This design comes from an exercise in tuning for small area, a short achievable clock period and few clock cycles per item on the open sky130 flow, not from production work. Where RTL was checked, it was by simulation tests only, not by an equivalence proof against the original. Only the layout flow was run in run 1; the RTL was not checked for function there.

==> flow/design.v <==
`default_nettype none
`timescale 1ns / 1ps
module cm_mul (input wire [15:0] x, input wire [15:0] y, output wire [15:0] p);
    wire pp0_0;
    wire pp0_1;
    wire pp0_2;
    wire pp0_3;
    wire pp0_4;
    wire pp0_5;
    wire pp0_6;
    wire pp0_7;
    wire pp0_8;
    wire pp0_9;
    wire pp0_10;
    wire pp0_11;
    wire pp0_12;
    wire pp0_13;
    wire pp0_14;
    wire pp0_15;
    wire pp1_0;
    wire pp1_1;
    wire pp1_2;
    wire pp1_3;
    wire pp1_4;
    wire pp1_5;
    wire pp1_6;
    wire pp1_7;
    wire pp1_8;
    wire pp1_9;
    wire pp1_10;
    wire pp1_11;
    wire pp1_12;
    wire pp1_13;
    wire pp1_14;
    wire pp1_15;
    wire pp2_0;
    wire pp2_1;
    wire pp2_2;
    wire pp2_3;
    wire pp2_4;
    wire pp2_5;
    wire pp2_6;
    wire pp2_7;
    wire pp2_8;
    wire pp2_9;
    wire pp2_10;
    wire pp2_11;
    wire pp2_12;
    wire pp2_13;
    wire pp2_14;
    wire pp2_15;
    wire pp3_0;
    wire pp3_1;
    wire pp3_2;
    wire pp3_3;
    wire pp3_4;
    wire pp3_5;
    wire pp3_6;
    wire pp3_7;
    wire pp3_8;
    wire pp3_9;
    wire pp3_10;
    wire pp3_11;
    wire pp3_12;
    wire pp3_13;
    wire pp3_14;
    wire pp3_15;
    wire pp4_0;
    wire pp4_1;
    wire pp4_2;
    wire pp4_3;
    wire pp4_4;
    wire pp4_5;
    wire pp4_6;
    wire pp4_7;
    wire pp4_8;
    wire pp4_9;
    wire pp4_10;
    wire pp4_11;
    wire pp4_12;
    wire pp4_13;
    wire pp4_14;
    wire pp4_15;
    wire pp5_0;
    wire pp5_1;
    wire pp5_2;
    wire pp5_3;
    wire pp5_4;
    wire pp5_5;
    wire pp5_6;
    wire pp5_7;
    wire pp5_8;
    wire pp5_9;
    wire pp5_10;
    wire pp5_11;
    wire pp5_12;
    wire pp5_13;
    wire pp5_14;
    wire pp5_15;
    wire pp6_0;
    wire pp6_1;
    wire pp6_2;
    wire pp6_3;
    wire pp6_4;
    wire pp6_5;
    wire pp6_6;
    wire pp6_7;
    wire pp6_8;
    wire pp6_9;
    wire pp6_10;
    wire pp6_11;
    wire pp6_12;
    wire pp6_13;
    wire pp6_14;
    wire pp6_15;
    wire pp7_0;
    wire pp7_1;
    wire pp7_2;
    wire pp7_3;
    wire pp7_4;
    wire pp7_5;
    wire pp7_6;
    wire pp7_7;
    wire pp7_8;
    wire pp7_9;
    wire pp7_10;
    wire pp7_11;
    wire pp7_12;
    wire pp7_13;
    wire pp7_14;
    wire pp7_15;
    wire pp8_0;
    wire pp8_1;
    wire pp8_2;
    wire pp8_3;
    wire pp8_4;
    wire pp8_5;
    wire pp8_6;
    wire pp8_7;
    wire pp8_8;
    wire pp8_9;
    wire pp8_10;
    wire pp8_11;
    wire pp8_12;
    wire pp8_13;
    wire pp8_14;
    wire pp8_15;
    wire pp9_0;
    wire pp9_1;
    wire pp9_2;
    wire pp9_3;
    wire pp9_4;
    wire pp9_5;
    wire pp9_6;
    wire pp9_7;
    wire pp9_8;
    wire pp9_9;
    wire pp9_10;
    wire pp9_11;
    wire pp9_12;
    wire pp9_13;
    wire pp9_14;
    wire pp9_15;
    wire pp10_0;
    wire pp10_1;
    wire pp10_2;
    wire pp10_3;
    wire pp10_4;
    wire pp10_5;
    wire pp10_6;
    wire pp10_7;
    wire pp10_8;
    wire pp10_9;
    wire pp10_10;
    wire pp10_11;
    wire pp10_12;
    wire pp10_13;
    wire pp10_14;
    wire pp10_15;
    wire pp11_0;
    wire pp11_1;
    wire pp11_2;
    wire pp11_3;
    wire pp11_4;
    wire pp11_5;
    wire pp11_6;
    wire pp11_7;
    wire pp11_8;
    wire pp11_9;
    wire pp11_10;
    wire pp11_11;
    wire pp11_12;
    wire pp11_13;
    wire pp11_14;
    wire pp11_15;
    wire pp12_0;
    wire pp12_1;
    wire pp12_2;
    wire pp12_3;
    wire pp12_4;
    wire pp12_5;
    wire pp12_6;
    wire pp12_7;
    wire pp12_8;
    wire pp12_9;
    wire pp12_10;
    wire pp12_11;
    wire pp12_12;
    wire pp12_13;
    wire pp12_14;
    wire pp12_15;
    wire pp13_0;
    wire pp13_1;
    wire pp13_2;
    wire pp13_3;
    wire pp13_4;
    wire pp13_5;
    wire pp13_6;
    wire pp13_7;
    wire pp13_8;
    wire pp13_9;
    wire pp13_10;
    wire pp13_11;
    wire pp13_12;
    wire pp13_13;
    wire pp13_14;
    wire pp14_0;
    wire pp14_1;
    wire pp14_2;
    wire pp14_3;
    wire pp14_4;
    wire pp14_5;
    wire pp14_6;
    wire pp14_7;
    wire pp14_8;
    wire pp14_9;
    wire pp14_10;
    wire pp14_11;
    wire pp14_12;
    wire pp14_13;
    wire pp15_0;
    wire pp15_1;
    wire pp15_2;
    wire pp15_3;
    wire pp15_4;
    wire pp15_5;
    wire pp15_6;
    wire pp15_7;
    wire pp15_8;
    wire pp15_9;
    wire pp15_10;
    wire pp15_11;
    wire pp15_12;
    wire s1;
    wire c2;
    wire s3;
    wire c4;
    wire s5;
    wire c6;
    wire s7;
    wire c8;
    wire s9;
    wire c10;
    wire s11;
    wire c12;
    wire s13;
    wire c14;
    wire s15;
    wire c16;
    wire s17;
    wire c18;
    wire s19;
    wire c20;
    wire s21;
    wire c22;
    wire s23;
    wire c24;
    wire s25;
    wire c26;
    wire s27;
    wire c28;
    wire s29;
    wire c30;
    wire s31;
    wire c32;
    wire s33;
    wire c34;
    wire s35;
    wire c36;
    wire s37;
    wire c38;
    wire s39;
    wire c40;
    wire s41;
    wire c42;
    wire s43;
    wire c44;
    wire s45;
    wire c46;
    wire s47;
    wire c48;
    wire s49;
    wire c50;
    wire s51;
    wire c52;
    wire s53;
    wire c54;
    wire s55;
    wire c56;
    wire s57;
    wire c58;
    wire s59;
    wire c60;
    wire s61;
    wire c62;
    wire s63;
    wire c64;
    wire s65;
    wire c66;
    wire s67;
    wire c68;
    wire s69;
    wire c70;
    wire s71;
    wire c72;
    wire s73;
    wire c74;
    wire s75;
    wire c76;
    wire s77;
    wire c78;
    wire s79;
    wire c80;
    wire s81;
    wire c82;
    wire s83;
    wire c84;
    wire s85;
    wire c86;
    wire s87;
    wire c88;
    wire s89;
    wire c90;
    wire s91;
    wire c92;
    wire s93;
    wire c94;
    wire s95;
    wire c96;
    wire s97;
    wire c98;
    wire s99;
    wire c100;
    wire s101;
    wire c102;
    wire s103;
    wire c104;
    wire s105;
    wire c106;
    wire s107;
    wire c108;
    wire s109;
    wire c110;
    wire s111;
    wire c112;
    wire s113;
    wire c114;
    wire s115;
    wire c116;
    wire s117;
    wire c118;
    wire s119;
    wire c120;
    wire s121;
    wire c122;
    wire s123;
    wire c124;
    wire s125;
    wire c126;
    wire s127;
    wire c128;
    wire s129;
    wire c130;
    wire s131;
    wire c132;
    wire s133;
    wire c134;
    wire s135;
    wire c136;
    wire s137;
    wire c138;
    wire s139;
    wire c140;
    wire s141;
    wire c142;
    wire s143;
    wire c144;
    wire s145;
    wire c146;
    wire s147;
    wire c148;
    wire s149;
    wire c150;
    wire s151;
    wire c152;
    wire s153;
    wire c154;
    wire s155;
    wire c156;
    wire s157;
    wire c158;
    wire s159;
    wire c160;
    wire s161;
    wire c162;
    wire s163;
    wire c164;
    wire s165;
    wire c166;
    wire s167;
    wire c168;
    wire s169;
    wire c170;
    wire s171;
    wire c172;
    wire s173;
    wire c174;
    wire s175;
    wire c176;
    wire s177;
    wire c178;
    wire s179;
    wire c180;
    wire s181;
    wire c182;
    wire s183;
    wire c184;
    wire s185;
    wire c186;
    wire s187;
    wire c188;
    wire s189;
    wire c190;
    wire s191;
    wire c192;
    wire s193;
    wire c194;
    wire s195;
    wire c196;
    wire s197;
    wire c198;
    wire s199;
    wire c200;
    wire s201;
    wire c202;
    wire s203;
    wire c204;
    wire s205;
    wire c206;
    wire s207;
    wire c208;
    wire s209;
    wire c210;
    wire s211;
    wire c212;
    wire s213;
    wire c214;
    wire s215;
    wire c216;
    wire s217;
    wire c218;
    wire s219;
    wire c220;
    wire s221;
    wire c222;
    wire s223;
    wire c224;
    wire s225;
    wire c226;
    wire s227;
    wire c228;
    wire s229;
    wire c230;
    wire s231;
    wire c232;
    wire s233;
    wire c234;
    wire s235;
    wire c236;
    wire s237;
    wire c238;
    wire s239;
    wire c240;
    wire s241;
    wire c242;
    wire s243;
    wire c244;
    wire s245;
    wire c246;
    wire s247;
    wire c248;
    wire s249;
    wire c250;
    wire s251;
    wire c252;
    wire s253;
    wire c254;
    wire s255;
    wire c256;
    wire s257;
    wire c258;
    wire s259;
    wire c260;
    wire s261;
    wire c262;
    wire s263;
    wire c264;
    wire s265;
    wire c266;
    wire s267;
    wire c268;
    wire s269;
    wire c270;
    wire s271;
    wire c272;
    wire s273;
    wire c274;
    wire s275;
    wire c276;
    wire s277;
    wire c278;
    wire s279;
    wire c280;
    wire s281;
    wire c282;
    wire s283;
    wire c284;
    wire s285;
    wire c286;
    wire s287;
    wire c288;
    wire s289;
    wire c290;
    wire s291;
    wire c292;
    wire s293;
    wire c294;
    wire s295;
    wire c296;
    wire s297;
    wire c298;
    wire s299;
    wire c300;
    wire s301;
    wire c302;
    wire s303;
    wire c304;
    wire s305;
    wire c306;
    wire s307;
    wire c308;
    wire s309;
    wire c310;
    wire s311;
    wire c312;
    wire s313;
    wire c314;
    wire s315;
    wire c316;
    wire s317;
    wire c318;
    wire s319;
    wire c320;
    wire s321;
    wire c322;
    wire s323;
    wire c324;
    wire s325;
    wire c326;
    wire s327;
    wire c328;
    wire s329;
    wire c330;
    wire s331;
    wire c332;
    wire s333;
    wire c334;
    wire s335;
    wire c336;
    wire s337;
    wire c338;
    wire s339;
    wire c340;
    wire s341;
    wire c342;
    wire s343;
    wire c344;
    wire s345;
    wire c346;
    wire s347;
    wire c348;
    wire s349;
    wire c350;
    wire s351;
    wire c352;
    wire s353;
    wire c354;
    wire s355;
    wire c356;
    wire s357;
    wire c358;
    wire s359;
    wire c360;
    wire s361;
    wire c362;
    wire s363;
    wire c364;
    wire s365;
    wire c366;
    wire s367;
    wire c368;
    wire s369;
    wire c370;
    wire s371;
    wire c372;
    wire s373;
    wire c374;
    wire s375;
    wire c376;
    wire s377;
    wire c378;
    wire s379;
    wire c380;
    wire s381;
    wire c382;
    wire s383;
    wire c384;
    wire s385;
    wire c386;
    wire s387;
    wire c388;
    wire s389;
    wire c390;
    wire s391;
    wire c392;
    wire s393;
    wire c394;
    wire s395;
    wire c396;
    wire s397;
    wire c398;
    wire s399;
    wire c400;
    wire s401;
    wire c402;
    wire s403;
    wire c404;
    wire s405;
    wire c406;
    wire s407;
    wire c408;
    wire s409;
    wire c410;
    wire s411;
    wire c412;
    wire s413;
    wire c414;
    assign pp0_0 = x[0] & y[0];
    assign pp0_1 = x[0] & y[1];
    assign pp0_2 = x[0] & y[2];
    assign pp0_3 = x[0] & y[3];
    assign pp0_4 = x[0] & y[4];
    assign pp0_5 = x[0] & y[5];
    assign pp0_6 = x[0] & y[6];
    assign pp0_7 = x[0] & y[7];
    assign pp0_8 = x[0] & y[8];
    assign pp0_9 = x[0] & y[9];
    assign pp0_10 = x[0] & y[10];
    assign pp0_11 = x[0] & y[11];
    assign pp0_12 = x[0] & y[12];
    assign pp0_13 = x[0] & y[13];
    assign pp0_14 = x[0] & y[14];
    assign pp0_15 = ~(x[0] & y[15]);
    assign pp1_0 = x[1] & y[0];
    assign pp1_1 = x[1] & y[1];
    assign pp1_2 = x[1] & y[2];
    assign pp1_3 = x[1] & y[3];
    assign pp1_4 = x[1] & y[4];
    assign pp1_5 = x[1] & y[5];
    assign pp1_6 = x[1] & y[6];
    assign pp1_7 = x[1] & y[7];
    assign pp1_8 = x[1] & y[8];
    assign pp1_9 = x[1] & y[9];
    assign pp1_10 = x[1] & y[10];
    assign pp1_11 = x[1] & y[11];
    assign pp1_12 = x[1] & y[12];
    assign pp1_13 = x[1] & y[13];
    assign pp1_14 = x[1] & y[14];
    assign pp1_15 = ~(x[1] & y[15]);
    assign pp2_0 = x[2] & y[0];
    assign pp2_1 = x[2] & y[1];
    assign pp2_2 = x[2] & y[2];
    assign pp2_3 = x[2] & y[3];
    assign pp2_4 = x[2] & y[4];
    assign pp2_5 = x[2] & y[5];
    assign pp2_6 = x[2] & y[6];
    assign pp2_7 = x[2] & y[7];
    assign pp2_8 = x[2] & y[8];
    assign pp2_9 = x[2] & y[9];
    assign pp2_10 = x[2] & y[10];
    assign pp2_11 = x[2] & y[11];
    assign pp2_12 = x[2] & y[12];
    assign pp2_13 = x[2] & y[13];
    assign pp2_14 = x[2] & y[14];
    assign pp2_15 = ~(x[2] & y[15]);
    assign pp3_0 = x[3] & y[0];
    assign pp3_1 = x[3] & y[1];
    assign pp3_2 = x[3] & y[2];
    assign pp3_3 = x[3] & y[3];
    assign pp3_4 = x[3] & y[4];
    assign pp3_5 = x[3] & y[5];
    assign pp3_6 = x[3] & y[6];
    assign pp3_7 = x[3] & y[7];
    assign pp3_8 = x[3] & y[8];
    assign pp3_9 = x[3] & y[9];
    assign pp3_10 = x[3] & y[10];
    assign pp3_11 = x[3] & y[11];
    assign pp3_12 = x[3] & y[12];
    assign pp3_13 = x[3] & y[13];
    assign pp3_14 = x[3] & y[14];
    assign pp3_15 = ~(x[3] & y[15]);
    assign pp4_0 = x[4] & y[0];
    assign pp4_1 = x[4] & y[1];
    assign pp4_2 = x[4] & y[2];
    assign pp4_3 = x[4] & y[3];
    assign pp4_4 = x[4] & y[4];
    assign pp4_5 = x[4] & y[5];
    assign pp4_6 = x[4] & y[6];
    assign pp4_7 = x[4] & y[7];
    assign pp4_8 = x[4] & y[8];
    assign pp4_9 = x[4] & y[9];
    assign pp4_10 = x[4] & y[10];
    assign pp4_11 = x[4] & y[11];
    assign pp4_12 = x[4] & y[12];
    assign pp4_13 = x[4] & y[13];
    assign pp4_14 = x[4] & y[14];
    assign pp4_15 = ~(x[4] & y[15]);
    assign pp5_0 = x[5] & y[0];
    assign pp5_1 = x[5] & y[1];
    assign pp5_2 = x[5] & y[2];
    assign pp5_3 = x[5] & y[3];
    assign pp5_4 = x[5] & y[4];
    assign pp5_5 = x[5] & y[5];
    assign pp5_6 = x[5] & y[6];
    assign pp5_7 = x[5] & y[7];
    assign pp5_8 = x[5] & y[8];
    assign pp5_9 = x[5] & y[9];
    assign pp5_10 = x[5] & y[10];
    assign pp5_11 = x[5] & y[11];
    assign pp5_12 = x[5] & y[12];
    assign pp5_13 = x[5] & y[13];
    assign pp5_14 = x[5] & y[14];
    assign pp5_15 = ~(x[5] & y[15]);
    assign pp6_0 = x[6] & y[0];
    assign pp6_1 = x[6] & y[1];
    assign pp6_2 = x[6] & y[2];
    assign pp6_3 = x[6] & y[3];
    assign pp6_4 = x[6] & y[4];
    assign pp6_5 = x[6] & y[5];
    assign pp6_6 = x[6] & y[6];
    assign pp6_7 = x[6] & y[7];
    assign pp6_8 = x[6] & y[8];
    assign pp6_9 = x[6] & y[9];
    assign pp6_10 = x[6] & y[10];
    assign pp6_11 = x[6] & y[11];
    assign pp6_12 = x[6] & y[12];
    assign pp6_13 = x[6] & y[13];
    assign pp6_14 = x[6] & y[14];
    assign pp6_15 = ~(x[6] & y[15]);
    assign pp7_0 = x[7] & y[0];
    assign pp7_1 = x[7] & y[1];
    assign pp7_2 = x[7] & y[2];
    assign pp7_3 = x[7] & y[3];
    assign pp7_4 = x[7] & y[4];
    assign pp7_5 = x[7] & y[5];
    assign pp7_6 = x[7] & y[6];
    assign pp7_7 = x[7] & y[7];
    assign pp7_8 = x[7] & y[8];
    assign pp7_9 = x[7] & y[9];
    assign pp7_10 = x[7] & y[10];
    assign pp7_11 = x[7] & y[11];
    assign pp7_12 = x[7] & y[12];
    assign pp7_13 = x[7] & y[13];
    assign pp7_14 = x[7] & y[14];
    assign pp7_15 = ~(x[7] & y[15]);
    assign pp8_0 = x[8] & y[0];
    assign pp8_1 = x[8] & y[1];
    assign pp8_2 = x[8] & y[2];
    assign pp8_3 = x[8] & y[3];
    assign pp8_4 = x[8] & y[4];
    assign pp8_5 = x[8] & y[5];
    assign pp8_6 = x[8] & y[6];
    assign pp8_7 = x[8] & y[7];
    assign pp8_8 = x[8] & y[8];
    assign pp8_9 = x[8] & y[9];
    assign pp8_10 = x[8] & y[10];
    assign pp8_11 = x[8] & y[11];
    assign pp8_12 = x[8] & y[12];
    assign pp8_13 = x[8] & y[13];
    assign pp8_14 = x[8] & y[14];
    assign pp8_15 = ~(x[8] & y[15]);
    assign pp9_0 = x[9] & y[0];
    assign pp9_1 = x[9] & y[1];
    assign pp9_2 = x[9] & y[2];
    assign pp9_3 = x[9] & y[3];
    assign pp9_4 = x[9] & y[4];
    assign pp9_5 = x[9] & y[5];
    assign pp9_6 = x[9] & y[6];
    assign pp9_7 = x[9] & y[7];
    assign pp9_8 = x[9] & y[8];
    assign pp9_9 = x[9] & y[9];
    assign pp9_10 = x[9] & y[10];
    assign pp9_11 = x[9] & y[11];
    assign pp9_12 = x[9] & y[12];
    assign pp9_13 = x[9] & y[13];
    assign pp9_14 = x[9] & y[14];
    assign pp9_15 = ~(x[9] & y[15]);
    assign pp10_0 = x[10] & y[0];
    assign pp10_1 = x[10] & y[1];
    assign pp10_2 = x[10] & y[2];
    assign pp10_3 = x[10] & y[3];
    assign pp10_4 = x[10] & y[4];
    assign pp10_5 = x[10] & y[5];
    assign pp10_6 = x[10] & y[6];
    assign pp10_7 = x[10] & y[7];
    assign pp10_8 = x[10] & y[8];
    assign pp10_9 = x[10] & y[9];
    assign pp10_10 = x[10] & y[10];
    assign pp10_11 = x[10] & y[11];
    assign pp10_12 = x[10] & y[12];
    assign pp10_13 = x[10] & y[13];
    assign pp10_14 = x[10] & y[14];
    assign pp10_15 = ~(x[10] & y[15]);
    assign pp11_0 = x[11] & y[0];
    assign pp11_1 = x[11] & y[1];
    assign pp11_2 = x[11] & y[2];
    assign pp11_3 = x[11] & y[3];
    assign pp11_4 = x[11] & y[4];
    assign pp11_5 = x[11] & y[5];
    assign pp11_6 = x[11] & y[6];
    assign pp11_7 = x[11] & y[7];
    assign pp11_8 = x[11] & y[8];
    assign pp11_9 = x[11] & y[9];
    assign pp11_10 = x[11] & y[10];
    assign pp11_11 = x[11] & y[11];
    assign pp11_12 = x[11] & y[12];
    assign pp11_13 = x[11] & y[13];
    assign pp11_14 = x[11] & y[14];
    assign pp11_15 = ~(x[11] & y[15]);
    assign pp12_0 = x[12] & y[0];
    assign pp12_1 = x[12] & y[1];
    assign pp12_2 = x[12] & y[2];
    assign pp12_3 = x[12] & y[3];
    assign pp12_4 = x[12] & y[4];
    assign pp12_5 = x[12] & y[5];
    assign pp12_6 = x[12] & y[6];
    assign pp12_7 = x[12] & y[7];
    assign pp12_8 = x[12] & y[8];
    assign pp12_9 = x[12] & y[9];
    assign pp12_10 = x[12] & y[10];
    assign pp12_11 = x[12] & y[11];
    assign pp12_12 = x[12] & y[12];
    assign pp12_13 = x[12] & y[13];
    assign pp12_14 = x[12] & y[14];
    assign pp12_15 = ~(x[12] & y[15]);
    assign pp13_0 = x[13] & y[0];
    assign pp13_1 = x[13] & y[1];
    assign pp13_2 = x[13] & y[2];
    assign pp13_3 = x[13] & y[3];
    assign pp13_4 = x[13] & y[4];
    assign pp13_5 = x[13] & y[5];
    assign pp13_6 = x[13] & y[6];
    assign pp13_7 = x[13] & y[7];
    assign pp13_8 = x[13] & y[8];
    assign pp13_9 = x[13] & y[9];
    assign pp13_10 = x[13] & y[10];
    assign pp13_11 = x[13] & y[11];
    assign pp13_12 = x[13] & y[12];
    assign pp13_13 = x[13] & y[13];
    assign pp13_14 = x[13] & y[14];
    assign pp14_0 = x[14] & y[0];
    assign pp14_1 = x[14] & y[1];
    assign pp14_2 = x[14] & y[2];
    assign pp14_3 = x[14] & y[3];
    assign pp14_4 = x[14] & y[4];
    assign pp14_5 = x[14] & y[5];
    assign pp14_6 = x[14] & y[6];
    assign pp14_7 = x[14] & y[7];
    assign pp14_8 = x[14] & y[8];
    assign pp14_9 = x[14] & y[9];
    assign pp14_10 = x[14] & y[10];
    assign pp14_11 = x[14] & y[11];
    assign pp14_12 = x[14] & y[12];
    assign pp14_13 = x[14] & y[13];
    assign pp15_0 = ~(x[15] & y[0]);
    assign pp15_1 = ~(x[15] & y[1]);
    assign pp15_2 = ~(x[15] & y[2]);
    assign pp15_3 = ~(x[15] & y[3]);
    assign pp15_4 = ~(x[15] & y[4]);
    assign pp15_5 = ~(x[15] & y[5]);
    assign pp15_6 = ~(x[15] & y[6]);
    assign pp15_7 = ~(x[15] & y[7]);
    assign pp15_8 = ~(x[15] & y[8]);
    assign pp15_9 = ~(x[15] & y[9]);
    assign pp15_10 = ~(x[15] & y[10]);
    assign pp15_11 = ~(x[15] & y[11]);
    assign pp15_12 = ~(x[15] & y[12]);
    cm_ha u_s1 (.a(pp0_13), .b(pp1_12), .s(s1), .co(c2));
    cm_fa u_s3 (.a(pp0_14), .b(pp1_13), .ci(pp2_12), .s(s3), .co(c4));
    cm_ha u_s5 (.a(pp3_11), .b(pp4_10), .s(s5), .co(c6));
    cm_fa u_s7 (.a(pp0_15), .b(pp1_14), .ci(pp2_13), .s(s7), .co(c8));
    cm_fa u_s9 (.a(pp3_12), .b(pp4_11), .ci(pp5_10), .s(s9), .co(c10));
    cm_ha u_s11 (.a(pp6_9), .b(pp7_8), .s(s11), .co(c12));
    cm_fa u_s13 (.a(pp1_15), .b(pp2_14), .ci(pp3_13), .s(s13), .co(c14));
    cm_fa u_s15 (.a(pp4_12), .b(pp5_11), .ci(pp6_10), .s(s15), .co(c16));
    cm_fa u_s17 (.a(pp7_9), .b(pp8_8), .ci(pp9_7), .s(s17), .co(c18));
    cm_fa u_s19 (.a(pp2_15), .b(pp3_14), .ci(pp4_13), .s(s19), .co(c20));
    cm_fa u_s21 (.a(pp5_12), .b(pp6_11), .ci(pp7_10), .s(s21), .co(c22));
    cm_fa u_s23 (.a(pp3_15), .b(pp4_14), .ci(pp5_13), .s(s23), .co(c24));
    cm_ha u_s25 (.a(pp0_9), .b(pp1_8), .s(s25), .co(c26));
    cm_fa u_s27 (.a(pp0_10), .b(pp1_9), .ci(pp2_8), .s(s27), .co(c28));
    cm_ha u_s29 (.a(pp3_7), .b(pp4_6), .s(s29), .co(c30));
    cm_fa u_s31 (.a(pp0_11), .b(pp1_10), .ci(pp2_9), .s(s31), .co(c32));
    cm_fa u_s33 (.a(pp3_8), .b(pp4_7), .ci(pp5_6), .s(s33), .co(c34));
    cm_ha u_s35 (.a(pp6_5), .b(pp7_4), .s(s35), .co(c36));
    cm_fa u_s37 (.a(pp0_12), .b(pp1_11), .ci(pp2_10), .s(s37), .co(c38));
    cm_fa u_s39 (.a(pp3_9), .b(pp4_8), .ci(pp5_7), .s(s39), .co(c40));
    cm_fa u_s41 (.a(pp6_6), .b(pp7_5), .ci(pp8_4), .s(s41), .co(c42));
    cm_ha u_s43 (.a(pp9_3), .b(pp10_2), .s(s43), .co(c44));
    cm_fa u_s45 (.a(s1), .b(pp2_11), .ci(pp3_10), .s(s45), .co(c46));
    cm_fa u_s47 (.a(pp4_9), .b(pp5_8), .ci(pp6_7), .s(s47), .co(c48));
    cm_fa u_s49 (.a(pp7_6), .b(pp8_5), .ci(pp9_4), .s(s49), .co(c50));
    cm_fa u_s51 (.a(pp10_3), .b(pp11_2), .ci(pp12_1), .s(s51), .co(c52));
    cm_fa u_s53 (.a(s3), .b(s5), .ci(pp5_9), .s(s53), .co(c54));
    cm_fa u_s55 (.a(pp6_8), .b(pp7_7), .ci(pp8_6), .s(s55), .co(c56));
    cm_fa u_s57 (.a(pp9_5), .b(pp10_4), .ci(pp11_3), .s(s57), .co(c58));
    cm_fa u_s59 (.a(pp12_2), .b(pp13_1), .ci(pp14_0), .s(s59), .co(c60));
    cm_fa u_s61 (.a(s7), .b(s9), .ci(s11), .s(s61), .co(c62));
    cm_fa u_s63 (.a(pp8_7), .b(pp9_6), .ci(pp10_5), .s(s63), .co(c64));
    cm_fa u_s65 (.a(pp11_4), .b(pp12_3), .ci(pp13_2), .s(s65), .co(c66));
    cm_fa u_s67 (.a(pp14_1), .b(pp15_0), .ci(c4), .s(s67), .co(c68));
    cm_fa u_s69 (.a(s13), .b(s15), .ci(s17), .s(s69), .co(c70));
    cm_fa u_s71 (.a(pp10_6), .b(pp11_5), .ci(pp12_4), .s(s71), .co(c72));
    cm_fa u_s73 (.a(pp13_3), .b(pp14_2), .ci(pp15_1), .s(s73), .co(c74));
    assign s75 = ~(c8 ^ c10);
    assign c76 = c8 | c10;
    cm_fa u_s77 (.a(s19), .b(s21), .ci(pp8_9), .s(s77), .co(c78));
    cm_fa u_s79 (.a(pp9_8), .b(pp10_7), .ci(pp11_6), .s(s79), .co(c80));
    cm_fa u_s81 (.a(pp12_5), .b(pp13_4), .ci(pp14_3), .s(s81), .co(c82));
    cm_fa u_s83 (.a(pp15_2), .b(c14), .ci(c16), .s(s83), .co(c84));
    cm_fa u_s85 (.a(s23), .b(pp6_12), .ci(pp7_11), .s(s85), .co(c86));
    cm_fa u_s87 (.a(pp8_10), .b(pp9_9), .ci(pp10_8), .s(s87), .co(c88));
    cm_fa u_s89 (.a(pp11_7), .b(pp12_6), .ci(pp13_5), .s(s89), .co(c90));
    cm_fa u_s91 (.a(pp14_4), .b(pp15_3), .ci(c20), .s(s91), .co(c92));
    cm_fa u_s93 (.a(pp4_15), .b(pp5_14), .ci(pp6_13), .s(s93), .co(c94));
    cm_fa u_s95 (.a(pp7_12), .b(pp8_11), .ci(pp9_10), .s(s95), .co(c96));
    cm_fa u_s97 (.a(pp10_9), .b(pp11_8), .ci(pp12_7), .s(s97), .co(c98));
    cm_fa u_s99 (.a(pp13_6), .b(pp14_5), .ci(pp15_4), .s(s99), .co(c100));
    cm_fa u_s101 (.a(pp5_15), .b(pp6_14), .ci(pp7_13), .s(s101), .co(c102));
    cm_fa u_s103 (.a(pp8_12), .b(pp9_11), .ci(pp10_10), .s(s103), .co(c104));
    cm_fa u_s105 (.a(pp11_9), .b(pp12_8), .ci(pp13_7), .s(s105), .co(c106));
    cm_fa u_s107 (.a(pp6_15), .b(pp7_14), .ci(pp8_13), .s(s107), .co(c108));
    cm_fa u_s109 (.a(pp9_12), .b(pp10_11), .ci(pp11_10), .s(s109), .co(c110));
    cm_fa u_s111 (.a(pp7_15), .b(pp8_14), .ci(pp9_13), .s(s111), .co(c112));
    cm_ha u_s113 (.a(pp0_6), .b(pp1_5), .s(s113), .co(c114));
    cm_fa u_s115 (.a(pp0_7), .b(pp1_6), .ci(pp2_5), .s(s115), .co(c116));
    cm_ha u_s117 (.a(pp3_4), .b(pp4_3), .s(s117), .co(c118));
    cm_fa u_s119 (.a(pp0_8), .b(pp1_7), .ci(pp2_6), .s(s119), .co(c120));
    cm_fa u_s121 (.a(pp3_5), .b(pp4_4), .ci(pp5_3), .s(s121), .co(c122));
    cm_ha u_s123 (.a(pp6_2), .b(pp7_1), .s(s123), .co(c124));
    cm_fa u_s125 (.a(s25), .b(pp2_7), .ci(pp3_6), .s(s125), .co(c126));
    cm_fa u_s127 (.a(pp4_5), .b(pp5_4), .ci(pp6_3), .s(s127), .co(c128));
    cm_fa u_s129 (.a(pp7_2), .b(pp8_1), .ci(pp9_0), .s(s129), .co(c130));
    cm_fa u_s131 (.a(s27), .b(s29), .ci(pp5_5), .s(s131), .co(c132));
    cm_fa u_s133 (.a(pp6_4), .b(pp7_3), .ci(pp8_2), .s(s133), .co(c134));
    cm_fa u_s135 (.a(pp9_1), .b(pp10_0), .ci(c26), .s(s135), .co(c136));
    cm_fa u_s137 (.a(s31), .b(s33), .ci(s35), .s(s137), .co(c138));
    cm_fa u_s139 (.a(pp8_3), .b(pp9_2), .ci(pp10_1), .s(s139), .co(c140));
    cm_fa u_s141 (.a(pp11_0), .b(c28), .ci(c30), .s(s141), .co(c142));
    cm_fa u_s143 (.a(s37), .b(s39), .ci(s41), .s(s143), .co(c144));
    cm_fa u_s145 (.a(s43), .b(pp11_1), .ci(pp12_0), .s(s145), .co(c146));
    cm_fa u_s147 (.a(c32), .b(c34), .ci(c36), .s(s147), .co(c148));
    cm_fa u_s149 (.a(s45), .b(s47), .ci(s49), .s(s149), .co(c150));
    cm_fa u_s151 (.a(s51), .b(pp13_0), .ci(c38), .s(s151), .co(c152));
    cm_fa u_s153 (.a(c40), .b(c42), .ci(c44), .s(s153), .co(c154));
    cm_fa u_s155 (.a(s53), .b(s55), .ci(s57), .s(s155), .co(c156));
    cm_fa u_s157 (.a(s59), .b(c2), .ci(c46), .s(s157), .co(c158));
    cm_fa u_s159 (.a(c48), .b(c50), .ci(c52), .s(s159), .co(c160));
    cm_fa u_s161 (.a(s61), .b(s63), .ci(s65), .s(s161), .co(c162));
    cm_fa u_s163 (.a(s67), .b(c6), .ci(c54), .s(s163), .co(c164));
    cm_fa u_s165 (.a(c56), .b(c58), .ci(c60), .s(s165), .co(c166));
    cm_fa u_s167 (.a(s69), .b(s71), .ci(s73), .s(s167), .co(c168));
    cm_fa u_s169 (.a(s75), .b(c12), .ci(c62), .s(s169), .co(c170));
    cm_fa u_s171 (.a(c64), .b(c66), .ci(c68), .s(s171), .co(c172));
    cm_fa u_s173 (.a(s77), .b(s79), .ci(s81), .s(s173), .co(c174));
    cm_fa u_s175 (.a(s83), .b(c18), .ci(c70), .s(s175), .co(c176));
    cm_fa u_s177 (.a(c72), .b(c74), .ci(c76), .s(s177), .co(c178));
    cm_fa u_s179 (.a(s85), .b(s87), .ci(s89), .s(s179), .co(c180));
    cm_fa u_s181 (.a(s91), .b(c22), .ci(c78), .s(s181), .co(c182));
    cm_fa u_s183 (.a(c80), .b(c82), .ci(c84), .s(s183), .co(c184));
    cm_fa u_s185 (.a(s93), .b(s95), .ci(s97), .s(s185), .co(c186));
    cm_fa u_s187 (.a(s99), .b(c24), .ci(c86), .s(s187), .co(c188));
    cm_fa u_s189 (.a(c88), .b(c90), .ci(c92), .s(s189), .co(c190));
    cm_fa u_s191 (.a(s101), .b(s103), .ci(s105), .s(s191), .co(c192));
    cm_fa u_s193 (.a(pp14_6), .b(pp15_5), .ci(c94), .s(s193), .co(c194));
    cm_fa u_s195 (.a(c96), .b(c98), .ci(c100), .s(s195), .co(c196));
    cm_fa u_s197 (.a(s107), .b(s109), .ci(pp12_9), .s(s197), .co(c198));
    cm_fa u_s199 (.a(pp13_8), .b(pp14_7), .ci(pp15_6), .s(s199), .co(c200));
    cm_fa u_s201 (.a(c102), .b(c104), .ci(c106), .s(s201), .co(c202));
    cm_fa u_s203 (.a(s111), .b(pp10_12), .ci(pp11_11), .s(s203), .co(c204));
    cm_fa u_s205 (.a(pp12_10), .b(pp13_9), .ci(pp14_8), .s(s205), .co(c206));
    cm_fa u_s207 (.a(pp15_7), .b(c108), .ci(c110), .s(s207), .co(c208));
    cm_fa u_s209 (.a(pp8_15), .b(pp9_14), .ci(pp10_13), .s(s209), .co(c210));
    cm_fa u_s211 (.a(pp11_12), .b(pp12_11), .ci(pp13_10), .s(s211), .co(c212));
    cm_fa u_s213 (.a(pp14_9), .b(pp15_8), .ci(c112), .s(s213), .co(c214));
    cm_fa u_s215 (.a(pp9_15), .b(pp10_14), .ci(pp11_13), .s(s215), .co(c216));
    cm_fa u_s217 (.a(pp12_12), .b(pp13_11), .ci(pp14_10), .s(s217), .co(c218));
    cm_fa u_s219 (.a(pp10_15), .b(pp11_14), .ci(pp12_13), .s(s219), .co(c220));
    cm_ha u_s221 (.a(pp0_4), .b(pp1_3), .s(s221), .co(c222));
    cm_fa u_s223 (.a(pp0_5), .b(pp1_4), .ci(pp2_3), .s(s223), .co(c224));
    cm_ha u_s225 (.a(pp3_2), .b(pp4_1), .s(s225), .co(c226));
    cm_fa u_s227 (.a(s113), .b(pp2_4), .ci(pp3_3), .s(s227), .co(c228));
    cm_fa u_s229 (.a(pp4_2), .b(pp5_1), .ci(pp6_0), .s(s229), .co(c230));
    cm_fa u_s231 (.a(s115), .b(s117), .ci(pp5_2), .s(s231), .co(c232));
    cm_fa u_s233 (.a(pp6_1), .b(pp7_0), .ci(c114), .s(s233), .co(c234));
    cm_fa u_s235 (.a(s119), .b(s121), .ci(s123), .s(s235), .co(c236));
    cm_fa u_s237 (.a(pp8_0), .b(c116), .ci(c118), .s(s237), .co(c238));
    cm_fa u_s239 (.a(s125), .b(s127), .ci(s129), .s(s239), .co(c240));
    cm_fa u_s241 (.a(c120), .b(c122), .ci(c124), .s(s241), .co(c242));
    cm_fa u_s243 (.a(s131), .b(s133), .ci(s135), .s(s243), .co(c244));
    cm_fa u_s245 (.a(c126), .b(c128), .ci(c130), .s(s245), .co(c246));
    cm_fa u_s247 (.a(s137), .b(s139), .ci(s141), .s(s247), .co(c248));
    cm_fa u_s249 (.a(c132), .b(c134), .ci(c136), .s(s249), .co(c250));
    cm_fa u_s251 (.a(s143), .b(s145), .ci(s147), .s(s251), .co(c252));
    cm_fa u_s253 (.a(c138), .b(c140), .ci(c142), .s(s253), .co(c254));
    cm_fa u_s255 (.a(s149), .b(s151), .ci(s153), .s(s255), .co(c256));
    cm_fa u_s257 (.a(c144), .b(c146), .ci(c148), .s(s257), .co(c258));
    cm_fa u_s259 (.a(s155), .b(s157), .ci(s159), .s(s259), .co(c260));
    cm_fa u_s261 (.a(c150), .b(c152), .ci(c154), .s(s261), .co(c262));
    cm_fa u_s263 (.a(s161), .b(s163), .ci(s165), .s(s263), .co(c264));
    cm_fa u_s265 (.a(c156), .b(c158), .ci(c160), .s(s265), .co(c266));
    cm_fa u_s267 (.a(s167), .b(s169), .ci(s171), .s(s267), .co(c268));
    cm_fa u_s269 (.a(c162), .b(c164), .ci(c166), .s(s269), .co(c270));
    cm_fa u_s271 (.a(s173), .b(s175), .ci(s177), .s(s271), .co(c272));
    cm_fa u_s273 (.a(c168), .b(c170), .ci(c172), .s(s273), .co(c274));
    cm_fa u_s275 (.a(s179), .b(s181), .ci(s183), .s(s275), .co(c276));
    cm_fa u_s277 (.a(c174), .b(c176), .ci(c178), .s(s277), .co(c278));
    cm_fa u_s279 (.a(s185), .b(s187), .ci(s189), .s(s279), .co(c280));
    cm_fa u_s281 (.a(c180), .b(c182), .ci(c184), .s(s281), .co(c282));
    cm_fa u_s283 (.a(s191), .b(s193), .ci(s195), .s(s283), .co(c284));
    cm_fa u_s285 (.a(c186), .b(c188), .ci(c190), .s(s285), .co(c286));
    cm_fa u_s287 (.a(s197), .b(s199), .ci(s201), .s(s287), .co(c288));
    cm_fa u_s289 (.a(c192), .b(c194), .ci(c196), .s(s289), .co(c290));
    cm_fa u_s291 (.a(s203), .b(s205), .ci(s207), .s(s291), .co(c292));
    cm_fa u_s293 (.a(c198), .b(c200), .ci(c202), .s(s293), .co(c294));
    cm_fa u_s295 (.a(s209), .b(s211), .ci(s213), .s(s295), .co(c296));
    cm_fa u_s297 (.a(c204), .b(c206), .ci(c208), .s(s297), .co(c298));
    cm_fa u_s299 (.a(s215), .b(s217), .ci(pp15_9), .s(s299), .co(c300));
    cm_fa u_s301 (.a(c210), .b(c212), .ci(c214), .s(s301), .co(c302));
    cm_fa u_s303 (.a(s219), .b(pp13_12), .ci(pp14_11), .s(s303), .co(c304));
    cm_fa u_s305 (.a(pp15_10), .b(c216), .ci(c218), .s(s305), .co(c306));
    cm_fa u_s307 (.a(pp11_15), .b(pp12_14), .ci(pp13_13), .s(s307), .co(c308));
    cm_fa u_s309 (.a(pp14_12), .b(pp15_11), .ci(c220), .s(s309), .co(c310));
    cm_fa u_s311 (.a(pp12_15), .b(pp13_14), .ci(pp14_13), .s(s311), .co(c312));
    cm_ha u_s313 (.a(pp0_3), .b(pp1_2), .s(s313), .co(c314));
    cm_fa u_s315 (.a(s221), .b(pp2_2), .ci(pp3_1), .s(s315), .co(c316));
    cm_fa u_s317 (.a(s223), .b(s225), .ci(pp5_0), .s(s317), .co(c318));
    cm_fa u_s319 (.a(s227), .b(s229), .ci(c224), .s(s319), .co(c320));
    cm_fa u_s321 (.a(s231), .b(s233), .ci(c228), .s(s321), .co(c322));
    cm_fa u_s323 (.a(s235), .b(s237), .ci(c232), .s(s323), .co(c324));
    cm_fa u_s325 (.a(s239), .b(s241), .ci(c236), .s(s325), .co(c326));
    cm_fa u_s327 (.a(s243), .b(s245), .ci(c240), .s(s327), .co(c328));
    cm_fa u_s329 (.a(s247), .b(s249), .ci(c244), .s(s329), .co(c330));
    cm_fa u_s331 (.a(s251), .b(s253), .ci(c248), .s(s331), .co(c332));
    cm_fa u_s333 (.a(s255), .b(s257), .ci(c252), .s(s333), .co(c334));
    cm_fa u_s335 (.a(s259), .b(s261), .ci(c256), .s(s335), .co(c336));
    cm_fa u_s337 (.a(s263), .b(s265), .ci(c260), .s(s337), .co(c338));
    cm_fa u_s339 (.a(s267), .b(s269), .ci(c264), .s(s339), .co(c340));
    cm_fa u_s341 (.a(s271), .b(s273), .ci(c268), .s(s341), .co(c342));
    cm_fa u_s343 (.a(s275), .b(s277), .ci(c272), .s(s343), .co(c344));
    cm_fa u_s345 (.a(s279), .b(s281), .ci(c276), .s(s345), .co(c346));
    cm_fa u_s347 (.a(s283), .b(s285), .ci(c280), .s(s347), .co(c348));
    cm_fa u_s349 (.a(s287), .b(s289), .ci(c284), .s(s349), .co(c350));
    cm_fa u_s351 (.a(s291), .b(s293), .ci(c288), .s(s351), .co(c352));
    cm_fa u_s353 (.a(s295), .b(s297), .ci(c292), .s(s353), .co(c354));
    cm_fa u_s355 (.a(s299), .b(s301), .ci(c296), .s(s355), .co(c356));
    cm_fa u_s357 (.a(s303), .b(s305), .ci(c300), .s(s357), .co(c358));
    cm_fa u_s359 (.a(s307), .b(s309), .ci(c304), .s(s359), .co(c360));
    cm_fa u_s361 (.a(s311), .b(pp15_12), .ci(c308), .s(s361), .co(c362));
    cm_ha u_s363 (.a(pp0_2), .b(pp1_1), .s(s363), .co(c364));
    cm_fa u_s365 (.a(s313), .b(pp2_1), .ci(pp3_0), .s(s365), .co(c366));
    cm_fa u_s367 (.a(s315), .b(pp4_0), .ci(c314), .s(s367), .co(c368));
    cm_fa u_s369 (.a(s317), .b(c222), .ci(c316), .s(s369), .co(c370));
    cm_fa u_s371 (.a(s319), .b(c226), .ci(c318), .s(s371), .co(c372));
    cm_fa u_s373 (.a(s321), .b(c230), .ci(c320), .s(s373), .co(c374));
    cm_fa u_s375 (.a(s323), .b(c234), .ci(c322), .s(s375), .co(c376));
    cm_fa u_s377 (.a(s325), .b(c238), .ci(c324), .s(s377), .co(c378));
    cm_fa u_s379 (.a(s327), .b(c242), .ci(c326), .s(s379), .co(c380));
    cm_fa u_s381 (.a(s329), .b(c246), .ci(c328), .s(s381), .co(c382));
    cm_fa u_s383 (.a(s331), .b(c250), .ci(c330), .s(s383), .co(c384));
    cm_fa u_s385 (.a(s333), .b(c254), .ci(c332), .s(s385), .co(c386));
    cm_fa u_s387 (.a(s335), .b(c258), .ci(c334), .s(s387), .co(c388));
    cm_fa u_s389 (.a(s337), .b(c262), .ci(c336), .s(s389), .co(c390));
    cm_fa u_s391 (.a(s339), .b(c266), .ci(c338), .s(s391), .co(c392));
    cm_fa u_s393 (.a(s341), .b(c270), .ci(c340), .s(s393), .co(c394));
    cm_fa u_s395 (.a(s343), .b(c274), .ci(c342), .s(s395), .co(c396));
    cm_fa u_s397 (.a(s345), .b(c278), .ci(c344), .s(s397), .co(c398));
    cm_fa u_s399 (.a(s347), .b(c282), .ci(c346), .s(s399), .co(c400));
    cm_fa u_s401 (.a(s349), .b(c286), .ci(c348), .s(s401), .co(c402));
    cm_fa u_s403 (.a(s351), .b(c290), .ci(c350), .s(s403), .co(c404));
    cm_fa u_s405 (.a(s353), .b(c294), .ci(c352), .s(s405), .co(c406));
    cm_fa u_s407 (.a(s355), .b(c298), .ci(c354), .s(s407), .co(c408));
    cm_fa u_s409 (.a(s357), .b(c302), .ci(c356), .s(s409), .co(c410));
    cm_fa u_s411 (.a(s359), .b(c306), .ci(c358), .s(s411), .co(c412));
    cm_fa u_s413 (.a(s361), .b(c310), .ci(c360), .s(s413), .co(c414));
    wire [27:0] ra = {s413, s411, s409, s407, s405, s403, s401, s399, s397, s395, s393, s391, s389, s387, s385, s383, s381, s379, s377, s375, s373, s371, s369, s367, s365, s363, pp0_1, pp0_0};
    wire [27:0] rb = {c412, c410, c408, c406, c404, c402, c400, c398, c396, c394, c392, c390, c388, c386, c384, c382, c380, c378, c376, c374, c372, c370, c368, c366, c364, pp2_0, pp1_0, 1'b0};
    wire [27:0] sum = ra + rb;
    wire sgn = (x[15] ^ y[15]) & (|x) & (|y);
    assign p = {sgn, sum[27:13]};
endmodule
module cm_fa (input wire a, input wire b, input wire ci, output wire s, output wire co);
    assign s = a ^ b ^ ci;
    assign co = (a & b) | (a & ci) | (b & ci);
endmodule
module cm_ha (input wire a, input wire b, output wire s, output wire co);
    assign s = a ^ b;
    assign co = a & b;
endmodule
`default_nettype none
`timescale 1ns / 1ps
module complex_multiplier
#(
    parameter INTEGER_WIDTH = 3,
    parameter FRACTIONAL_WIDTH = 13
)
(
    input  wire                                          clk,
    input  wire                                          rst_n,
    input  wire                                          input_a_tvalid,
    output wire                                          input_a_tready,
    input  wire [2*(INTEGER_WIDTH+FRACTIONAL_WIDTH)-1:0] input_a_tdata,
    input  wire                                          input_b_tvalid,
    output wire                                          input_b_tready,
    input  wire [2*(INTEGER_WIDTH+FRACTIONAL_WIDTH)-1:0] input_b_tdata,
    output reg                                           output_prod_tvalid,
    input  wire                                          output_prod_tready,
    output wire [2*(INTEGER_WIDTH+FRACTIONAL_WIDTH)-1:0] output_prod_tdata
);
    reg         v0, v1;
    reg  [15:0] ar, ai, br, bi;
    reg  [15:0] prod_real, prod_imag;
    wire en2 = ~output_prod_tvalid | output_prod_tready;
    wire en1 = ~v1 | en2;
    wire en0 = ~v0 | en1;
    assign input_a_tready = en0;
    assign input_b_tready = en0;
    assign output_prod_tdata = {prod_imag, prod_real};
    always @(posedge clk) begin
        if (!rst_n) begin
            v0 <= 1'b0;
            v1 <= 1'b0;
            output_prod_tvalid <= 1'b0;
        end else begin
            if (en0) v0 <= input_a_tvalid & input_b_tvalid;
            if (en1) v1 <= v0;
            if (en2) output_prod_tvalid <= v1;
        end
    end
    always @(posedge clk) begin
        if (en0) begin
            ar <= input_a_tdata[15:0];
            ai <= input_a_tdata[31:16];
            br <= input_b_tdata[15:0];
            bi <= input_b_tdata[31:16];
        end
    end
    wire [15:0] m_rr1, m_rr2, m_ri1, m_ri2;
    reg  [15:0] rr1, rr2, ri1, ri2;
    cm_mul mul_rr1 (.x(ar), .y(br), .p(m_rr1));
    cm_mul mul_rr2 (.x(ai), .y(bi), .p(m_rr2));
    cm_mul mul_ri1 (.x(ar), .y(bi), .p(m_ri1));
    cm_mul mul_ri2 (.x(ai), .y(br), .p(m_ri2));
    always @(posedge clk) begin
        if (en1) begin
            rr1 <= m_rr1;
            rr2 <= m_rr2;
            ri1 <= m_ri1;
            ri2 <= m_ri2;
        end
        if (en2) begin
            prod_real <= rr1 - rr2;
            prod_imag <= ri1 + ri2;
        end
    end
endmodule
==> flow/run.sh <==
#!/bin/bash
# synth_recipe.tcl (not shown) runs the flow's synth.tcl, then flattens the netlist and writes it again
# the make line also repeats each setting of config.mk as NAME=value (left out here)
make -C /OpenROAD-flow-scripts/flow DESIGN_CONFIG=/design/flow/config.mk WORK_HOME=/design/flow/orfs CLKGATE_MAP_FILE= SYNTH_SCRIPT=/design/flow/synth_recipe.tcl finish
==> flow/config.mk <==
export PLATFORM = sky130hd
export DESIGN_NAME = complex_multiplier
export DESIGN_NICKNAME = complex_multiplier
export VERILOG_FILES = /design/flow/design.v
export SDC_FILE = /design/flow/constraint.sdc
export NUM_CORES = 4
export LEC_CHECK = 0
export ABC_CLOCK_PERIOD_IN_PS = 4000
export CAP_MARGIN = 20
export CORE_MARGIN = 2
export CORE_UTILIZATION = 40
export SETUP_SLACK_MARGIN = 5
export SLEW_MARGIN = 20
export SYNTH_HIERARCHICAL = 1
export SYNTH_MINIMUM_KEEP_SIZE = 0
==> flow/constraint.sdc <==
create_clock -name core_clock -period 10.0 [get_ports {clk}]
set_input_delay 2.0000 -clock core_clock [delete_from_list [all_inputs] [get_ports {clk}]]
set_output_delay 2.0000 -clock core_clock [all_outputs]
set_load 0.01 [all_outputs]
==> flow_summary.ini, run 1 <==
[sta]
min_period_ns = 5.58
worst_pin_slew_ns = 0.875
max_slew_margin_pct = 41.7
post-route-period-util_pct = 55.8
fmax_mhz = 179
skew_ns = 0.0203
maxSlewViolCount = 0
setup_viol = 0
hold_viol = 0
fin_setup_tns_ns = 0
rsz0062_at_grt = yes
finalWorstSetupSlack_ns = 4.42

[cells_and_area]
drive_above_1_share_pct = 20.6
fin_util_pct = 49.9
fin_nets = 4281
nFillCells = 7178
area_growth_pct = 23.3

[min_path]
min_path_type = flip-flop to flip-flop

[clocking]
cts_tree = done
cts-root-buf = clkbuf_16
cts.sinks = 163
clkTransAtPathRegs_ns = 0.08
clkLatencyLatePin_ns = 0.52
cts-htree-levels = 4
ctsHoldBuffers = 0
numCtsBuffers = 17
cts_buffer_depth = 2

[floorplanning]
fp-row-count = 106
ios = 104
dieArea_um2 = 86900
fp.dieW_um = 295
initial_core_util_pct = 40.4
die_h_um = 295
coreArea_um2 = 83700

[global_route]
grt_max_degree = 65
track_usage_pct = 26.8
grt_overflow = 0
grt_pass1_vias = 28300
antenna_found_initial = 10
grt_pass1_wl_um = 172000

[run_status]
outcome = finished clean

[setup_path]
cp.arrival_ns = 5.84
worstPathRequired_ns = 10.26
crit_buf_inv = 2
critPathCaptureType = flip-flop
path_max_fanout = 5
slowest_delay_ns = 0.59
crit_chain = buf_6 -> buf_16 -> and2_4 -> fa_1 -> fa_2 -> fa_2 -> fa_2 -> fa_1 -> fa_1 -> ha_4 -> nand2_4 -> nor2_4 -> nand3_2 -> a31oi_4 -> o2111ai_2 -> a31oi_2 -> xnor2_1
start_kind = flip-flop
cp_slowest_cell = fa_2
critical_path.top_delay_family = adder cells
critPathKind = flip-flop to flip-flop

[synth]
synth.net_count = 4048
ys_seq_area_share_pct = 14.4
synth_warnings = 7
ys_ff_latch = 163
syn_area_um2 = 33800
yosysUniqueCellTypes = 55
synth_edf_count = 160
synthCells = 3019
async_reset_ff_share_pct = 0
syn_avg_cell_area_um2 = 11.2
synthFlopType = edfxtp_1

[place]
numPortBuffers = 103
dp_slack_ns = 3.98
routabilityCongestion = 0.860
hpwlAfterDp_um = 70600

[detailed_routing]
routed_via_density = 5.77
drc = 0
dr.pass1.iters = 5
wl_per_cell_um = 26.1
wirelength_um = 115000
ant_nets = 0
dr.first_iter.drc_count = 1804
num_vias = 25400

[job]
maxCapViolations = 0
==> cells in the mapped netlist (all sizes together), types with 5 or more instances <==
cell type | n | area (um^2)
and3 | 9 | 56.3
o221ai | 5 | 43.8
nand4 | 22 | 138
o21ai | 55 | 290
nor4 | 28 | 175
or2 | 5 | 31.3
and2 | 887 | 5550
xor2 | 33 | 289
o211ai | 10 | 75.1
or3 | 7 | 43.8
a21oi | 106 | 572
clkbuf | 140 | 531
xnor2 | 55 | 482
nand2 | 201 | 754
o2111ai | 10 | 87.6
o21bai | 17 | 128
edfxtp | 160 | 4800
a31oi | 23 | 144
nor3 | 17 | 85.1
nor2 | 62 | 233
inv | 52 | 195
ha | 190 | 2380
a41oi | 8 | 100
o21a | 15 | 113
buf | 9 | 57.6
a211oi | 17 | 203
a211o | 6 | 52.6
fa | 770 | 15400
a21boi | 6 | 45.0
a21o | 14 | 105
nand3 | 40 | 200
==> routing by layer <==
metal,routed length [um],track usage [%]
met1,45900,35.1
met2,54200,43.5
met3,9420,5.30
met4,5370,11.0
met5,47,0.227
==> per-stage QoR <==
stage,cells,hold WS [ns],instance area (um^2)
global placement,4172,0.525,36700
detailed placement,4174,0.557,36700
global route,4400,0.617,41700
CTS,4347,0.579,40400
floorplan,3019,0.513,34500
finish,4404,0.573,41700
==> registers in the layout (all words and copies together) (netlist names), 16 cells and up <==
signal and flops:
ai 16, ar 16, bi 16, br 16
prod_imag 16, prod_real 16, ri1 16, ri2 16
rr1 16, rr2 16
==> worst reg2reg max path: stages (launching register included) <==
cell	delay, ns
edfxtp_1	0.47
buf_6	0.18
buf_16	0.14
and2_4	0.16
fa_1	0.48
fa_2	0.59
fa_2	0.44
fa_2	0.54
fa_1	0.44
fa_1	0.50
ha_4	0.34
nand2_4	0.07
nor2_4	0.12
nand3_2	0.10
a31oi_4	0.22
o2111ai_2	0.19
a31oi_2	0.24
xnor2_1	0.10
==> layout make-up <==
type	instances	area (um^2)	share of cell area [%]
tap	1134	1420	3.40
clock inverter	15	191	0.459
clock buffer	17	425	1.02
timing repair buffer	363	4300	10.3
sequential	163	4860	11.7
antenna	5	12.5	0.0300
inverter	52	195	0.468
multi-input combinational	2655	30300	72.7
==> repair_timing <==
item,in CTS,in global routing
endpoints found under the setup margin,62,60
gates cloned,22,5
gates resized for setup,345,174
pin swaps,152,152
buffers inserted,119,47
==> final timing paths <==
path                              from  endpoint  slack [ns]  cells past startpoint
worst max-delay path            br[13]   rr1[14]        4.42                     17
worst min-delay path                v0        v1        0.57                      2
worst min register to register      v0        v1        0.57                      2
worst max register to register  br[13]   rr1[14]        4.42                     17
==> Yosys stat by module, one instance, submodules excluded <==
| module | cells inside | cell area (um^2) |
|---|---|---|
| cm_mul | 449 | 2810 |
| cm_fa | 1 | 20.0 |
| cm_ha | 1 | 12.5 |
| complex_multiplier | 399 | 6520 |
==> logic make-up after synthesis <==
family | count (synthesis) | share of synthesized area (%)
flip-flops | 163 | 14.4
buffers and inverters | 201 | 2.31
adder cells (fa/ha/maj) | 960 | 52.6
AO/OA/AOI/OAI | 318 | 6.71
XOR/XNOR | 88 | 2.28
AND/OR/NAND/NOR | 1285 | 21.6
multiplexers | 4 | 0.133
==> cell usage in the layout (no fill, tap or decap), drive strengths merged, types with 8 or more instances in the layout <==
cell and n:
and2 887, fa 770, buf 242, nand2 201
ha 190, edfxtp 160, a21oi 106, clkdlybuf4s50 100
nor2 62, inv 57, xnor2 55, o21ai 55
nand3 40, xor2 33, nor4 28, a31oi 23
nand4 22, clkbuf 22, o21bai 17, nor3 17
a211oi 17, o21a 15, a21o 14, bufbuf 14
o211ai 10, o2111ai 10, and3 9, clkinv 8
a41oi 8
==> inputs of run 2 (changes only) <==
--- a/flow/design.v
+++ b/flow/design.v
@@ -1159,7 +1159,6 @@
 );
-    reg         v0, v1;
+    reg         v0;
     reg  [15:0] ar, ai, br, bi;
-    reg  [15:0] prod_real, prod_imag;
-    wire en2 = ~output_prod_tvalid | output_prod_tready;
-    wire en1 = ~v1 | en2;
+    reg  [15:0] rr1, rr2, ri1, ri2;
+    wire en1 = ~output_prod_tvalid | output_prod_tready;
     wire en0 = ~v0 | en1;
@@ -1167,3 +1166,2 @@
     assign input_b_tready = en0;
-    assign output_prod_tdata = {prod_imag, prod_real};
     always @(posedge clk) begin
@@ -1171,3 +1169,2 @@
             v0 <= 1'b0;
-            v1 <= 1'b0;
             output_prod_tvalid <= 1'b0;
@@ -1175,6 +1172,10 @@
             if (en0) v0 <= input_a_tvalid & input_b_tvalid;
-            if (en1) v1 <= v0;
-            if (en2) output_prod_tvalid <= v1;
+            if (en1) output_prod_tvalid <= v0;
         end
     end
+    wire [15:0] m_rr1, m_rr2, m_ri1, m_ri2;
+    cm_mul mul_rr1 (.x(ar), .y(br), .p(m_rr1));
+    cm_mul mul_rr2 (.x(ai), .y(bi), .p(m_rr2));
+    cm_mul mul_ri1 (.x(ar), .y(bi), .p(m_ri1));
+    cm_mul mul_ri2 (.x(ai), .y(br), .p(m_ri2));
     always @(posedge clk) begin
@@ -1186,10 +1187,2 @@
         end
-    end
-    wire [15:0] m_rr1, m_rr2, m_ri1, m_ri2;
-    reg  [15:0] rr1, rr2, ri1, ri2;
-    cm_mul mul_rr1 (.x(ar), .y(br), .p(m_rr1));
-    cm_mul mul_rr2 (.x(ai), .y(bi), .p(m_rr2));
-    cm_mul mul_ri1 (.x(ar), .y(bi), .p(m_ri1));
-    cm_mul mul_ri2 (.x(ai), .y(br), .p(m_ri2));
-    always @(posedge clk) begin
         if (en1) begin
@@ -1200,7 +1193,6 @@
         end
-        if (en2) begin
-            prod_real <= rr1 - rr2;
-            prod_imag <= ri1 + ri2;
-        end
     end
+    wire [15:0] prod_real = rr1 - rr2;
+    wire [15:0] prod_imag = ri1 + ri2;
+    assign output_prod_tdata = {prod_imag, prod_real};
 endmodule
--- a/flow/config.mk
+++ b/flow/config.mk
@@ -7,3 +7,2 @@
 export LEC_CHECK = 0
-export ABC_CLOCK_PERIOD_IN_PS = 4000
 export CAP_MARGIN = 20
@@ -11,3 +10,2 @@
 export CORE_UTILIZATION = 40
-export SETUP_SLACK_MARGIN = 5
 export SLEW_MARGIN = 20
==> run 2 against run 1 <==
Net effect:
- still clean
- synthesized cell count fell by 2.0%
- final area fell by 14%
- utilization fell by 5.6 points
- flip-flop and latch count fell by 33
- first-iteration DRC count rose by 6.4%
- non-clock buffer count fell by 194
- sequential share of layout area fell by 0.79 points
- clock-buffer cell count rose by 1
- global-route usage fell by 2.4 points
- maximum frequency fell by 12%
- wire length fell by 13%
- critical endpoint is now rr2[14]
==> flow_summary.ini, run 2 <==
[run_status]
outcome = finished clean

[setup_path]
cp.arrival_ns = 6.56
crit_chain = buf_4 -> and2_1 -> fa_1 -> fa_1 -> fa_1 -> fa_1 -> fa_1 -> fa_1 -> ha_1 -> a21oi_1 -> o21ai_0 -> a31oi_1 -> o21ai_0 -> o2111ai_1 -> a31oi_1 -> xnor2_1
crit_buf_inv = 1
start_kind = flip-flop
critPathCaptureType = flip-flop
critical_path.top_delay_family = adder cells
r2r_end = rr2[14]
path_max_fanout = 18
reg2regPathDepth = 16
critPathKind = flip-flop to flip-flop
crit_cells = 16
crit_start = bi[13]
r2r_slack_ns = 3.66
worstPathRequired_ns = 10.22
slowest_delay_ns = 0.79
crit-reg2reg-launch = bi[13]
crit_end = rr2[14]
path_common_cell = fa_1
cp_slowest_cell = edfxtp_1

[cells_and_area]
fin_util_pct = 44.2
mostFrequentLayoutCells = and2_1, fa_1, nand2_1, ha_1, edfxtp_1
drive_above_1_share_pct = 5.38
layout_commonest_cell = and2_1
fin_nets = 4029
nFillCells = 7463
postLayoutCellArea_um2 = 35700
area_growth_pct = 9.03

[synth]
synth.net_count = 3988
synthFlopType = edfxtp_1
synthCells = 2959
synth.area.top_cells = fa_1, and2_1, edfxtp_1
syn_avg_cell_area_um2 = 11.1
synth_common_cells = and2_1, fa_1, nand2_1
ys_ff_latch = 130
yosysTopAreaCell = fa_1
synth_edf_count = 128
async_reset_ff_share_pct = 0
synth_warnings = 7
syn_area_um2 = 32800
ys_seq_area_share_pct = 11.9
yosysUniqueCellTypes = 64
synth_top_area_share_pct = 47.0
yosysMostFrequentCell = and2_1

[sta]
maxSlewViolCount = 0
post-route-period-util_pct = 63.4
min_period_ns = 6.34
fin_setup_tns_ns = 0
hold_viol = 0
rsz0062_at_grt = no
max_slew_margin_pct = 32.9
worst_pin_slew_ns = 1.00
skew_ns = 0.0220
setup_viol = 0
fmax_mhz = 158
finalHoldWorstSlack_ns = 0.538

[global_route]
grt_pass1_wl_um = 157000
antenna_found_initial = 3
grt_pass1_vias = 26400
track_usage_pct = 24.4
grt_overflow = 0
grt_max_degree = 65

[floorplanning]
fp-row-count = 104
die_h_um = 290
fp.dieW_um = 290
initial_core_util_pct = 40.5
ios = 104
coreArea_um2 = 80800
dieArea_um2 = 84200

[job]
maxCapViolations = 0

[detailed_routing]
num_vias = 23300
drc = 0
ant_nets = 0
wl_per_cell_um = 24.4
dr.pass1.iters = 5
wirelength_um = 99600
routed_via_density = 5.73
dr.first_iter.drc_count = 1920

[clocking]
cts_buffer_depth = 2
numCtsBuffers = 17
cts-root-buf = clkbuf_16
cts-htree-levels = 4
cts_resized = 0
cts_setup_buffers = 0
ctsHoldBuffers = 0
clkLatencyLatePin_ns = 0.51
clkTransAtPathRegs_ns = 0.07
cts_tree = done
cts.sinks = 130

[place]
hpwlAfterDp_um = 69100
place_area_um2 = 35000
numPortBuffers = 103
routabilityCongestion = 0.941

[min_path]
min_path_type = flip-flop to flip-flop
==> run 2: worst reg2reg max path: stages, from the launching register on <==
cell	delay [ns]
edfxtp_1	0.79
buf_4	0.42
and2_1	0.20
fa_1	0.45
fa_1	0.53
fa_1	0.55
fa_1	0.52
fa_1	0.52
fa_1	0.50
ha_1	0.39
a21oi_1	0.21
o21ai_0	0.11
a31oi_1	0.20
o21ai_0	0.13
o2111ai_1	0.26
a31oi_1	0.13
xnor2_1	0.14
==> run 2: how the worst min path moves through the flow <==
stage / endpoint / startpoint / cells after the start
after floorplan: output_prod_tvalid / v0 / 1
after global placement: output_prod_tvalid / v0 / 1
after detailed placement: output_prod_tvalid / v0 / 1
after global routing: output_prod_tvalid / v0 / 1
after CTS: output_prod_tvalid / v0 / 1
final: output_prod_tvalid / v0 / 1
==> run 2: cell type report <==
type                    instances  area [um^2]  area share, %
diodes                          2         5.00         0.0140
multi-input cells            2631        28100           78.7
repair buffers                169         1530           4.27
clock buffers                  18          429           1.20
well taps                    1060         1330           3.71
flip-flops and latches        130         3880           10.9
clock inverters                14          251          0.704
inverters                      51          191          0.536
==> run 2: stage by stage <==
step,instances,worst slack [ns]
global placement,4041,3.79
CTS,4073,3.69
global route,4073,3.34
detailed placement,4041,3.72
finish,4075,3.66
floorplan,2959,4.12
==> run 2: cells by family (layout without fill, tap and decap cells) <==
logic type               after synthesis  count (layout)  share of synthesized area [%]
multiplexers                           5               5                          0.172
XOR/XNOR                              91              91                           2.43
AND/OR/NAND/NOR                     1275            1275                           22.2
flip-flops                           130             130                           11.9
AO/OA/AOI/OAI                        300             300                           6.66
buffers and inverters                198             252                           2.38
adder cells (fa/ha/maj)              960             960                           54.3
other                                  0               2                              0
==> run 2: Yosys stat by module, one instance, submodules excluded <==
module	area, um^2	flops+latches	cells	times used
cm_fa	20.0	0	1	768
cm_ha	12.5	0	1	56
cm_mul	2810	0	449	4
complex_multiplier	5450	130	339	1
==> run 2: per-layer routing <==
| metal | part of all wire, % | up-vias | global-route usage [%] |
|---|---|---|---|
| met1 | 41 | 12400 | 32.4 |
| met2 | 47 | 1043 | 39.0 |
| li1 | - | 9724 | - |
| met5 | 0 | - | 0 |
| met3 | 8.9 | 171 | 6.16 |
| met4 | 3.0 | 0 | 8.52 |
Testbench counts of run 2, summed over its fixed seeds: cycles 12,016, items 12,000.

port drivers added, routing unchanged:
Ports are ideal in the flow. The routed layouts listed here were re-timed in OpenROAD. Step 1, drivers: a clkbuf_16 drives clk and a buf_2 each remaining input, both assumed. Step 2 moves the port delays by t, midway between the first and last clock arrival at a register: inputs arrive t later, outputs are due t later. That takes back most of the time a late clock gives input paths. a / b / c = ideal / step 1 / step 2; a / b = the first two.
run | t (ns) | slack for setup (ns) | pins driven straight from the clock port
run 1 | 0.578 | 4.422 / 4.422 / 4.422 | 1
run 2 | 0.560 | 3.664 / 3.664 / 3.664 | 1
After both steps every run listed still meets setup and hold.
